What follows belongs to an exercise in optimizing a design on an open flow for small area; a production flow would make more cautious choices.
Function was checked by simulation only, so behaviour that the tests miss may differ from the original.

## run.sh

```bash
#!/bin/bash
# synth_recipe.tcl (not shown) runs the flow's synth.tcl, then flattens the netlist and writes it again
# the make line also repeats each setting of config.mk as NAME=value (left out here)
make -C /OpenROAD-flow-scripts/flow DESIGN_CONFIG=/design/flow/config.mk WORK_HOME=/design/flow/orfs CLKGATE_MAP_FILE= SYNTH_SCRIPT=/design/flow/synth_recipe.tcl finish
```

## config.mk

```make
export PLATFORM = sky130hd
export DESIGN_NAME = rpm_quad
export DESIGN_NICKNAME = rpm_quad
export VERILOG_FILES = /design/flow/design.v
export SDC_FILE = /design/flow/constraint.sdc
export NUM_CORES = 4
export LEC_CHECK = 0
export CAP_MARGIN = 20
export CORE_MARGIN = 2
export CORE_UTILIZATION = 30
export SLEW_MARGIN = 20
```

## constraint.sdc

```tcl
create_clock -name core_clock -period 120.0 [get_ports {clk}]
set_input_delay 24.0000 -clock core_clock [delete_from_list [all_inputs] [get_ports {clk}]]
set_output_delay 24.0000 -clock core_clock [all_outputs]
set_load 0.01 [all_outputs]
```

## design.v

```verilog
module RPM_reader(
    clk,
    rstn,
    enc_a,
    enc_b,
    rpm_valid_o,
    rpm_data_o
);
    parameter DATA_WIDTH = 16;
    parameter CLK_FREQ  = 27_000_000;
    parameter PULSE_PER_REV = 27_000;  
    localparam NUMERATOR = 60 * CLK_FREQ / PULSE_PER_REV;
    localparam MIN_RPM = 0.1;
    localparam COUNTER_MAX = NUMERATOR * 10;
    input wire                      clk;
    input wire                      rstn;
    input wire                      enc_a;
    input wire                      enc_b;
    output reg                      rpm_valid_o;
    output reg  [DATA_WIDTH-1:0]    rpm_data_o;
    reg       [31:0]                counter_a;
    reg       [31:0]                counter_a_reg;
    reg       [31:0]                counter_b;
    reg                             enc_a_reg1;
    reg                             enc_a_reg2;
    reg                             enc_a_reg3;
    reg                             enc_b_reg1;
    reg                             enc_b_reg2;
    reg                             enc_b_reg3;
    reg                             current_enc_a;
    reg                             current_enc_b;
    always @(posedge clk or negedge rstn) begin
        if(!rstn) begin
            enc_a_reg1 <= 1'b0;
            enc_a_reg2 <= 1'b0;
            enc_a_reg3 <= 1'b0;
            enc_b_reg1 <= 1'b0;
            enc_b_reg2 <= 1'b0;
            enc_b_reg3 <= 1'b0;
        end
        else begin
            enc_a_reg1 <= enc_a;
            enc_a_reg2 <= enc_a_reg1;
            enc_a_reg3 <= enc_a_reg2;
            enc_b_reg1 <= enc_b;
            enc_b_reg2 <= enc_b_reg1;
            enc_b_reg3 <= enc_b_reg2;
        end
    end
    always @(posedge clk or negedge rstn) begin
        if (!rstn) begin
            current_enc_a    <= 0;
            current_enc_b    <= 0;
        end
        else begin
            current_enc_a <= enc_a_reg3;
            current_enc_b <= enc_b_reg3;
        end
    end
    always @(posedge clk or negedge rstn) begin
        if (!rstn) begin
            counter_a <= 0;
            counter_b <= 0;
            counter_a_reg <= 0;
            rpm_valid_o <= 0;
            rpm_data_o <= 0;
        end
        else begin
            if (enc_a_reg3 && !current_enc_a) begin
                counter_a <= 0;
                counter_a_reg <= counter_a;
                rpm_valid_o <= 0;
            end
            else if (enc_b_reg3 && !current_enc_b) begin
                counter_b <= 0;
                if (counter_a > COUNTER_MAX || counter_b > COUNTER_MAX) begin
                    rpm_valid_o <= 1;
                    rpm_data_o <= 0;
                end else if ((counter_a_reg + counter_b) == 32'd0) begin
                    rpm_valid_o <= 1;
                    rpm_data_o <= 0;     
                end else begin
                    rpm_valid_o <= 1;
                    if (counter_a < (counter_b >> 1)) begin   
                        rpm_data_o <= (NUMERATOR * 2) / (counter_a_reg +  counter_b);
                    end else begin
                        rpm_data_o <= -((NUMERATOR * 2) / (counter_a_reg +  counter_b));
                    end
                end
            end
            else begin
                counter_a <= counter_a + 1;
                counter_b <= counter_b + 1;
                rpm_valid_o <= 0;
            end
        end
    end
endmodule
module rpm_quad (
    input  wire         clk,
    input  wire         rstn,
    input  wire         enc0_a,
    input  wire         enc0_b,
    input  wire         enc1_a,
    input  wire         enc1_b,
    input  wire         enc2_a,
    input  wire         enc2_b,
    input  wire         enc3_a,
    input  wire         enc3_b,
    output wire         rpm0_valid_o,
    output wire [15:0]  rpm0_data_o,
    output wire         rpm1_valid_o,
    output wire [15:0]  rpm1_data_o,
    output wire         rpm2_valid_o,
    output wire [15:0]  rpm2_data_o,
    output wire         rpm3_valid_o,
    output wire [15:0]  rpm3_data_o
);
    RPM_reader RPM_reader_inst0 (
        .clk(clk), .rstn(rstn), .enc_a(enc0_a), .enc_b(enc0_b),
        .rpm_valid_o(rpm0_valid_o), .rpm_data_o(rpm0_data_o)
    );
    RPM_reader RPM_reader_inst1 (
        .clk(clk), .rstn(rstn), .enc_a(enc1_a), .enc_b(enc1_b),
        .rpm_valid_o(rpm1_valid_o), .rpm_data_o(rpm1_data_o)
    );
    RPM_reader RPM_reader_inst2 (
        .clk(clk), .rstn(rstn), .enc_a(enc2_a), .enc_b(enc2_b),
        .rpm_valid_o(rpm2_valid_o), .rpm_data_o(rpm2_data_o)
    );
    RPM_reader RPM_reader_inst3 (
        .clk(clk), .rstn(rstn), .enc_a(enc3_a), .enc_b(enc3_b),
        .rpm_valid_o(rpm3_valid_o), .rpm_data_o(rpm3_data_o)
    );
endmodule
```

==> run summary <==
==> cell usage in the layout, fill, tap and decap left out, types with 351 or more instances in the layout <==
cell type,netlist,routed
dfrtp_1,484,484
nor3_1,657,643
ha_1,2268,2264
a21oi_1,1776,1770
inv_1,799,788
a21o_1,884,884
xor2_1,620,614
nand2_1,2550,2545
nand2b_1,352,351
xnor2_1,1134,1122
o21ai_0,1376,1374
nor2_1,2407,2392
a31oi_1,381,381
o21a_1,464,464
nand3_1,640,637
buf_4,0,373
==> critical path, delay by kind of cell (launching register included) <==
| family | cells | cell delay, ns |
|---|---|---|
| AOI/OAI and AO/OA | 177 | 49.92 |
| and+or+nand+nor | 100 | 28.34 |
| adders and majority gates | 33 | 10.71 |
| buffers and inverters | 22 | 6.91 |
| muxes | 7 | 2.52 |
| xor gates and xnor gates | 2 | 0.53 |
| DFF | 1 | 0.45 |
==> layer usage <==
layer | global-route usage (%) | wire, um | vias to the layer above
met3 | 2.48 | 43800 | 1470
met4 | 10.2 | 32300 | 4
li1 | - | - | 82575
met5 | 0 | 30 | -
met2 | 37.2 | 278000 | 6820
met1 | 30.3 | 275000 | 81243
==> layout make-up <==
| type | instances | area (sq um) | area share [%] |
|---|---|---|---|
| diodes | 7 | 17.5 | 0.0104 |
| clock buffers | 91 | 1970 | 1.18 |
| clock inverters | 34 | 524 | 0.312 |
| inverters | 810 | 3040 | 1.81 |
| multi-input cells | 20342 | 138000 | 82.2 |
| flip-flops and latches | 484 | 12100 | 7.21 |
| well taps | 6916 | 8650 | 5.15 |
| repair buffers | 454 | 3630 | 2.16 |
==> worst min-delay path by stage <==
stage                                           start                     endpoint  slack [ns]  depth (start not counted)
after global routing      RPM_reader_inst0.enc_a_reg2  RPM_reader_inst0.enc_a_reg3        0.35                          0
after CTS                 RPM_reader_inst3.enc_b_reg2  RPM_reader_inst3.enc_b_reg3        0.35                          0
after global placement    RPM_reader_inst3.enc_a_reg2  RPM_reader_inst3.enc_a_reg3        0.33                          0
after detailed placement  RPM_reader_inst3.enc_b_reg2  RPM_reader_inst3.enc_b_reg3        0.33                          0
after floorplan           RPM_reader_inst0.enc_a_reg1  RPM_reader_inst0.enc_a_reg2        0.33                          0
final                     RPM_reader_inst3.enc_b_reg2  RPM_reader_inst3.enc_b_reg3        0.35                          0
==> cells by family after synthesis <==
logic type,after synthesis
simple gates,8644
buf+inv,1548
fa+ha+maj,2272
flops,484
other cells,1
xor+xnor,1754
compound gates,7252
mux,416
==> metrics by stage <==
stage               hold slack, ns
floorplan                    0.331
global placement             0.334
detailed placement           0.335
CTS                          0.348
global route                 0.353
finish                       0.346
==> metrics.md <==
| Metric | Value |
|---|---|
| Post-Route WL | 629,000 um |
| GP Congestion | 1.01 |
| Final net count | 24,447 |
| FFs w/ async S/R, synth | 100% |
| Final setup violation count | 0 |
| Mapped cell area | 155,000 sq um |
| First-pass detailed-route iteration total | 7 |
| Hold crit path type | flip-flop to flip-flop |
| Cts hold-fix bufs | 0 |
| Library cells used by synthesis | 115 |
| Initial antenna violation count | 15 |
| Final core occ | 32.5% |
| Fin crit share | 83.2% |
| Cell Area, Placed | 165,000 sq um |
| Highest net fanout along the worst path | 37 |
| Total congestion overflow | 0 |
| Post-Place Cells | 29,005 |
| Top cells by area, synth | ha_1 (18%), dfrtp_1 (7.8%), xnor2_1 (6.4%), nand2_1 (6.2%), nor2_1 (5.8%) |
| Num rows | 264 |
| Clock sinks | 484 |
| Wire per inst | 21.6 um |
| Initial Util | 30.1% |
| Outcome | no timing/DRC/antenna violations |
| Post_cts resized | 0 |
| Top Ports | 78 |
| Slew Viols, Final | 0 |
| CTS Buf Count | 73 |
| Die Span Y | 723 um |
| Max Clk Rate | 0.0100 GHz |
| XOR/XNOR share of the synthesized area | 9.90% |
| CP max-delay cell | o41ai_1 |
| Worst-skew pair later-pin latency | 0.84 ns |
| Critical Path Source | RPM_reader_inst0.counter_b[0] |
| Worst r2r src | RPM_reader_inst0.counter_b[0] |
| Post-synth top flop | dfrtp_1 |
| Post-synthesis simple-gate area fraction | 26.2% |
| Complex-gate fraction of the synthesized area | 31.0% |
| Clock slew at reported path FFs | 0.06 ns |
| Vias | 172,112 |
| WS Path Type | flip-flop to flip-flop |
| Aggregate negative setup slack | 0 ns |
| Post-Syn Instances | 22,371 |
| Ys Warns | 1 |
| Setup Skew | 0.0887 ns |
| Clock root cell | clkbuf_16 |
| Flops & latches, synth | 484 |
| CTS tree | done |
| Via density | 5.91 |
| Total DRC errors in the routed layout | 0 |
| Slew HR | 17.1% |
| Fill count | 55,857 |
| Vias in the first global route | 161,233 |
| Max Root-Sink Buffers | 4 |
| Largest family of logic cells by synthesized area | compound AO/OA/AOI/OAI gates |
| Post-Layout Cell Count | 29,138 |
| Min cycle time layout | 99.83 ns |
| Endpoints failing hold | 0 |
| Synth Area in Adders | 18.3% |
| Final Cell Area | 168,000 sq um |
| EDFF count, synth | 0 |
| Count leader, synth | nand2_1 |
| Critical path endpoint | RPM_reader_inst0.rpm_data_o[12] |
| Most instantiated cells after synthesis | nand2_1 (2,550), nor2_1 (2,407), ha_1 (2,268), a21oi_1 (1,776), o21ai_0 (1,376) |
| Core ar. | 516,000 sq um |
| Seq/Total Area, Yosys | 7.80% |
| Post-place setup slack | 22.30 ns |
| Arr. time, crit path | 100.51 ns |
| Worst slew pin tran | 1.23 ns |
| WP data required | 120.67 ns |
| Largest stage delay, worst path | 0.87 ns |
| Post-CTS Repair Setup Buffers | 0 |
| Avg Synthesized Cell Area | 6.94 sq um |
| Largest net degree at the start of global routing | 147 |
| Post-DRT Antenna Nets | 0 |
| GRT Util Overall | 22.8% |
| Setup WS post-layout | 20.17 ns |
| RSZ-0062 raised after global routing | no |
| Post-DP HPWL | 488,000 um |
| Post-synthesis mux area share | 2.94% |
| Area grow syn2layout | 8.18% |
| Layout cells sized above 1 | 6.08% |
| Die Area | 523,000 sq um |
| CP Launch Type | flip-flop |
| Critical Path End Type | flip-flop |
| R2R cell count | 341 |
| IO Port Bufs | 77 |
| Iter 0 DRT Violations | 16,691 |
| Die W | 723 um |
| Top cell type's share of synthesized area | 18.3% |
| MaxCap Viol Count | 0 |
| H-tree levels | 3 |
| Worst r2r dst | RPM_reader_inst0.rpm_data_o[12] |
| Biggest area consumer among synthesized cells | ha_1 |
| R2R setup slack | 20.17 ns |
| First-pass GRT wire length | 958,000 um |

-- what the ideal ports hide --
How much do the figures lean on ideal ports? The routed layout below was timed once more, with nothing changed but the port constraints. Step 1, drivers: a clkbuf_16 drives clk and a buf_2 each remaining input, both assumed. Step 2, shift: input delay + t, output delay - t, t = (earliest + latest rising clock arrival at the registers) / 2. This alone moves slack from input paths to output paths. Slacks: ideal ports / drivers / drivers and shift; pairs: ideal ports / drivers.
shift t [ns]: 0.919
setup slack, ns: 20.165 / 20.165 / 20.165
clock arrival spread, ns: 0.091 / 0.091
slew at the worst register clock pin (ns): 0.08 / 0.08
After both steps setup and hold are still met in this run. The setup slack of this run moves by 0.000 ns with the drivers and by 0.000 ns with both steps.
